From an optimization exercise on the open Yosys and OpenROAD flow, aimed at small area and a short achievable clock period; shortcuts taken in it are not production practice. Function was checked by simulation only, so behaviour that the tests miss may differ from the original.

File: flow/design.v
module registor_block(
	input clk_i,
	input rstn_i,
	input acc_en_i,
	input wr_en_i,
	input [2:0] addr_i,
	input [15:0] wdata_i,
	output reg [15:0] rdata_o,
	output [1:0] mode,
	output [9:0] duty_cycle,
	output [1:0] frequency_selection,
	output [3:0] input_selection,
	output [1:0] trigger_selection,
	output out_function,
	output [1:0] capture_selection,
	output [9:0] target_value,
	output [9:0] counter,
	output clear,
	output SW_trigger,
	input [9:0] actual_counter_value,
	input [9:0] captured_value,
	input tm_running
);
reg [15:0] CTRL0;
always @(posedge clk_i or negedge rstn_i) begin
	if(!rstn_i)
		CTRL0<=16'd0;
	else if(acc_en_i==1 && wr_en_i==1 && addr_i==3'b000)
		CTRL0<=wdata_i;
end
assign mode=CTRL0[1:0];
reg [15:0] PWM_MODE;
always @(posedge clk_i or negedge rstn_i) begin
	if(!rstn_i)
		PWM_MODE<=0;
	else if(acc_en_i==1 && wr_en_i==1 && addr_i==3'b001)
		PWM_MODE<=wdata_i;
end
assign duty_cycle=PWM_MODE[9:0];
assign frequency_selection=PWM_MODE[13:12];
reg [15:0] CNT_TIMER_MODE0;
always @(posedge clk_i or negedge rstn_i) begin
	if(!rstn_i)
		CNT_TIMER_MODE0<=0;
	else if(acc_en_i==1 && wr_en_i==1 && addr_i==3'b010)
		CNT_TIMER_MODE0<=wdata_i;
end
assign input_selection=CNT_TIMER_MODE0[3:0];
assign trigger_selection=CNT_TIMER_MODE0[5:4];
assign out_function=CNT_TIMER_MODE0[8];
assign capture_selection=CNT_TIMER_MODE0[13:12];
reg[15:0] CNT_TIMER_MODE1;
always @(posedge clk_i or negedge rstn_i) begin
	if(!rstn_i)
		CNT_TIMER_MODE1<=0;
	else if(acc_en_i==1 && wr_en_i==1 && addr_i==3'b011)
		CNT_TIMER_MODE1<=wdata_i;
end
assign target_value=CNT_TIMER_MODE1[9:0];
assign clear=wdata_i[0] && wr_en_i==1 && acc_en_i==1 && addr_i==3'b101;
assign SW_trigger=wdata_i[4] && wr_en_i==1 && acc_en_i==1 && addr_i==3'b101;
always @(*) begin
	rdata_o=0;
	if(acc_en_i==1 && wr_en_i==0) begin  
		case(addr_i)
			3'b000: rdata_o=CTRL0;
			3'b001: rdata_o=PWM_MODE;
			3'b010: rdata_o=CNT_TIMER_MODE0;
			3'b011: rdata_o=CNT_TIMER_MODE1;
			3'b100: rdata_o={6'b000000, actual_counter_value};
			3'b110: rdata_o={3'b000, tm_running, 2'b00, captured_value};
		endcase
	end
end
endmodule
`timescale 1ns / 1ps
module PWM(
    input clk_i,
	input rstn_i,
	input acc_en_i,
	input [9:0] duty_cycle,
	input [1:0] frequency_selection,
	input [1:0] trigger_selection,
	input out_function,
	input [1:0] capture_selection,
	input [9:0] target_value,
	input clear,
	input SW_trigger,
	output reg [9:0] actual_counter_value,
	output reg [9:0] captured_value,
	output reg tm_running,
	output reg pwm_out
);
reg [18:0] pwm_counter;
reg [18:0] duty_counter;
reg [18:0] frequency_divisor;
always @(*) begin
    case(frequency_selection)
        2'b00:  frequency_divisor=40*(10**6)/100;
        2'b01:  frequency_divisor=40*(10**6)/200;
        2'b10:  frequency_divisor=40*(10**6)/320;
        2'b11:  frequency_divisor=40*(10**6)/400;
    endcase
end
always @(posedge clk_i or negedge rstn_i) begin
    if(!rstn_i) begin
        pwm_counter<=10'd0;
        duty_counter<=10'd0;
        pwm_out<=1'b0;
        actual_counter_value<=10'd0;
        captured_value<=10'd0;
        tm_running<=1'b0;
    end
    else if(acc_en_i) begin
        if(duty_counter<(duty_cycle*frequency_divisor/1023)) begin
            pwm_out<=1'b1;
            duty_counter<=duty_counter+1;
        end
        else begin
            pwm_out<=1'b0;
        end
        if(pwm_counter < frequency_divisor) begin
            pwm_counter<=pwm_counter+1;
        end
        else begin
            pwm_counter<=19'd0;
            duty_counter<=19'd0;
            tm_running<=1'b0;
        end
        actual_counter_value<=pwm_counter[9:0];
        if(clear) begin
            captured_value<=10'd0;
        end else if(pwm_counter==target_value) begin
            captured_value<=pwm_counter[9:0];
        end
        if(SW_trigger || (trigger_selection==2'b01 && pwm_counter==target_value)) begin
            tm_running<=1'b1;
        end
    end
end
endmodule
module top(
	input clk_i,
	input rstn_i,
	input acc_en_i,
	input wr_en_i,
	input [2:0] addr_i,
	input [15:0] wdata_i,
	input input1_i,
	input input2_i,
	input input3_i,
	input input4_i,
	input input5_i,
	input input6_i,
	input input7_i,
	input input8_i,
	input input9_i,
	input input10_i,
	input input11_i,
	input input12_i,
	input input13_i,
	input input14_i,
	input input15_i,
	output [15:0] rdata_o,
	output output_o
);
	wire [1:0] mode_w;
	wire [9:0] duty_cycle_w;
	wire [1:0] frequency_selection_w;
	wire [3:0] input_selection_w;
	wire [1:0] trigger_selection_w;
	wire out_function_w;
	wire [1:0] capture_selection_w;
	wire [9:0] target_value_w;
	wire [9:0] counter_w;
	wire clear_w;
	wire SW_trigger_w;
	wire [9:0] actual_counter_value_w;
	wire [9:0] captured_value_w;
    wire tm_running_w;
registor_block registor_block(
	.clk_i(clk_i),
	.rstn_i(rstn_i),
	.acc_en_i(acc_en_i),
	.wr_en_i(wr_en_i),
	.wdata_i(wdata_i),
	.rdata_o(rdata_o),
	.addr_i(addr_i),
	.mode(mode_w),
	.duty_cycle(duty_cycle_w),
	.frequency_selection(frequency_selection_w),
	.input_selection(input_selection_w),
	.trigger_selection(trigger_selection_w),
	.out_function(out_function_w),
	.capture_selection(capture_selection_w),
	.target_value(target_value_w),
	.counter(counter_w),
	.clear(clear_w),
	.SW_trigger(SW_trigger_w),
	.actual_counter_value(actual_counter_value_w),
	.captured_value(captured_value_w),
	.tm_running(tm_running_w)
);
PWM PWM(
    .clk_i(clk_i),
	.rstn_i(rstn_i),
	.acc_en_i(acc_en_i),
	.duty_cycle(duty_cycle_w),
	.out_function(out_function_w),
	.frequency_selection(frequency_selection_w),
	.trigger_selection(trigger_selection_w),
    .target_value(target_value_w),
	.clear(clear_w),
	.SW_trigger(SW_trigger_w),
	.actual_counter_value(actual_counter_value_w),
	.captured_value(captured_value_w),
    .tm_running(tm_running_w),
	.pwm_out(output_o)
);
endmodule
File: flow/run.sh
#!/bin/bash
# synth_recipe.tcl (not shown) runs the flow's synth.tcl, then flattens the netlist and writes it again
# the make line also repeats each setting of config.mk as NAME=value (left out here)
make -C /OpenROAD-flow-scripts/flow DESIGN_CONFIG=/design/flow/config.mk WORK_HOME=/design/flow/orfs CLKGATE_MAP_FILE= SYNTH_SCRIPT=/design/flow/synth_recipe.tcl finish
File: flow/config.mk
export PLATFORM = sky130hd
export DESIGN_NAME = top
export DESIGN_NICKNAME = top
export VERILOG_FILES = /design/flow/design.v
export SDC_FILE = /design/flow/constraint.sdc
export NUM_CORES = 4
export LEC_CHECK = 0
export CAP_MARGIN = 20
export CORE_MARGIN = 2
export CORE_UTILIZATION = 40
export SLEW_MARGIN = 20
File: flow/constraint.sdc
create_clock -name core_clock -period 25.0 [get_ports {clk_i}]
set_input_delay 5.0000 -clock core_clock [delete_from_list [all_inputs] [get_ports {clk_i}]]
set_output_delay 5.0000 -clock core_clock [all_outputs]
set_load 0.01 [all_outputs]
==> results.txt <==
- Status: finished clean
- Final Hold Violating Endpoints: 0
- Post-route insts no fill: 2662
- Ys Warns: 2
- Fmax: 0.0436 GHz
- Number of flops mapped to enable cells by yosys: 0
- Crit path kind: reg2reg
- Setup Viol. Count Final: 0
- Hold depth: 1
- Worst endpoint required time: 25340 ps
- Largest net degree at the start of global routing: 79
- Die ar.: 0.0460 mm^2
- Clock sink count: 124
- Core Box Area: 0.0439 mm^2
- Grt total ovfl: 0
- Reg2reg end: PWM.duty_counter[6]
- DP Wirelength: 39.1 mm
- Flop2flop setup slack: 2070 ps
- Critical path endpoint category: register
- DRC violations left: 0
- Final #Nets: 2301
- Gpl congestion: 0.886
- Total CTS buffers: 17
- Syn Area/Cell: 8.56 um^2
- Unrepaired setup endpoints after global routing: no
- Die X: 214 um
- CP max FO: 19
- # placed instances: 2630
- Crit path time final: 22930 ps
- N_diodes: 0
- CP top delay family: compound AO/OA/AOI/OAI gates
- Initial antenna violation count: 0
- Sequential share of the synthesized area: 17.5%
- Hold Path Sink: registor_block.CNT_TIMER_MODE0[15]
- Area leader, netlist: dfrtp_1
- PortBufs: 39
- Clk Latency, worst-skew pair: 420 ps
- Critical-path top delay cell: o22ai_1
- Wire per inst: 18.7 um
- Net count after synthesis: 2312
- Aggregate global-route resource usage: 21.4%
- Max Slew Vio Count: 0
- Layout area overhead: 8.19%
- # rows: 77
- FF+latch count, synth: 124
- Initial drt markers: 1229
- Final worst-path cycle share: 91.7%
- Cell Area, Placed: 0.0186 mm^2
- Maximum buffer depth of the clock tree: 2
- Final setup TNS: 0 ps
- Starting Density: 40.3%
- Clk_skew: 6.22 ps
- Share of cells above drive strength 1: 11.8%
- Buf/Inv on CP: 4
- Synth top area share: 17.5%
- Max Cap Violations: 0
- Hold wc startpoint: registor_block.CNT_TIMER_MODE0[15]
- Final core occ: 43.6%
- Worst path most repeated cell: fa_1
- Worst-margin pin slew: 1090 ps
- Critical path startpoint category: register
- Number of H-tree levels: 4
- Worst Path Arrival: 23270 ps
- Die Y: 214 um
- Vias after detailed routing: 15725
- Largest stage delay on the critical path: 840 ps
- Max-slew headroom: 27.2%
- CTS Hold Bufs: 0
- TritonCTS clock tree: done
- Worst min path class: reg2reg
- WP depth: 65
- Reg-to-Reg Start: registor_block.PWM_MODE[13]
- Synth cell types: 138
- Io pins: 55
- Post-DRT Antenna Nets: 0
- Global-route wire length before repair: 82.1 mm
- Top cells by area, synth: dfrtp_1 18%, fa_1 11%, ha_1 7.4%
- Clock root buffer master: clkbuf_16
- Drt first pass iters: 7
- Fin area: 0.0192 mm^2
- Worst-path clk slew: 60 ps
- Vias in the first global route: 15604
- DR vias/cell: 5.91
- Mapped Cells: 2068
- Fraction of registers with async set/reset: 100%
- Main synth FF type: dfrtp_1
- Post-Route WL: 49.9 mm
- R2r worst-path depth: 65
- Mapped Area: 0.0177 mm^2
-- cell families after synthesis --
group / synth area share, %
xor+xnor: 4.43
flops: 17.5
compound gates: 22.6
buf+inv: 5.28
fa+ha+maj: 18.8
simple gates: 22.9
mux: 8.43
other cells: 0.0212
-- final cells by class --
type / instances / area (um^2)
fill: 4372 / 24800
clock buffer: 17 / 425
clock inverter: 15 / 143
multi-input combinational: 1714 / 13700
timing repair buffer: 51 / 485
inverter: 149 / 562
sequential: 124 / 3100
tap: 592 / 741
-- sequential cells by signal, indices dropped and copies added, names as in the netlist --
signal,cells
PWM.tm_running,1
PWM.pwm_out,1
registor_block.CNT_TIMER_MODE0,16
PWM.actual_counter_value,10
registor_block.CTRL0,16
registor_block.PWM_MODE,16
PWM.captured_value,10
PWM.duty_counter,19
registor_block.CNT_TIMER_MODE1,16
PWM.pwm_counter,19
-- through the flow --
step | setup slack (ps) | hold slack (ps)
floorplan | 6990 | 475
global placement | 2360 | 484
detailed placement | 2220 | 495
CTS | 2060 | 508
global route | 229 | 515
finish | 2070 | 504
-- how the worst max path moves through the flow --
stage | from | end | slack [ps]
4_1_cts | registor_block.PWM_MODE[13] | PWM.duty_counter[6] | 2060
6_report | registor_block.PWM_MODE[13] | PWM.duty_counter[6] | 2070
3_3_place_gp | registor_block.PWM_MODE[13] | PWM.duty_counter[6] | 2360
3_5_place_dp | registor_block.PWM_MODE[13] | PWM.duty_counter[6] | 2220
2_1_floorplan | registor_block.PWM_MODE[13] | PWM.duty_counter[0] | 6990
5_1_grt | registor_block.PWM_MODE[13] | PWM.duty_counter[2] | 230
-- placed cells by master, fill, tap and decap left out, types with 29 or more instances in the layout --
cell / synthesis / final
nand3_1: 59 / 59
fa_1: 101 / 101
a21oi_1: 104 / 104
nand2b_1: 32 / 32
and2_1: 69 / 69
ha_1: 105 / 105
clkdlybuf4s50_1: 0 / 38
nor2b_1: 29 / 29
mux2_2: 79 / 79
nor2_1: 161 / 160
nand4_1: 35 / 35
xnor2_1: 59 / 59
nor3_1: 48 / 45
a21o_1: 30 / 30
dfrtp_1: 124 / 124
inv_1: 144 / 144
o21ai_0: 62 / 62
mux2i_1: 45 / 45
nand2_1: 182 / 182
-- synth_stat cells, types with 35 or more instances --
cell type / count
nand4_1: 35
and2_1: 69
inv_1: 144
nor3_1: 48
mux2_2: 79
ha_1: 105
mux2i_1: 45
o21ai_0: 62
dfrtp_1: 124
a21oi_1: 104
nor2_1: 161
fa_1: 101
xnor2_1: 59
clkbuf_1: 44
nand3_1: 59
nand2_1: 182
-- routing by layer --
metal / routed length (um) / vias to the layer above / GRT usage [%]
met5: 0 / - / 0
met4: 911 / 0 / 5.25
met3: 1780 / 70 / 1.69
met2: 23700 / 423 / 36.8
met1: 23500 / 7729 / 29.3
li1: - / 7503 / -
-- repair_timing --
item | CTS | global route
resized for setup | 0 | 1
setup buffers | 0 | 0
setup endpoints to repair | 0 | 1

==> static timing again, ports no longer ideal <==
In the flow no input, the clock included, has a driving cell. The finished layout below was timed again as built, in two steps.
Step 1 sets driving cells, clkbuf_16 on the clock port and buf_2 on the other inputs (assumed; they add their load-dependent delay and slew).
Step 2, shift: input delay + t, output delay - t, t = (earliest + latest rising clock arrival at the registers) / 2. This alone moves slack from input paths to output paths.
Slacks: ideal ports / drivers / drivers and shift; pairs: ideal ports / drivers.
shift t [ns]: 0.465
setup WS [ns]: 2.070 / 2.070 / 2.070
worst setup path after step 2: register to register
After both steps setup and hold are still met in this run. The setup slack of this run moves by 0.000 ns with the drivers and by 0.000 ns with both steps.
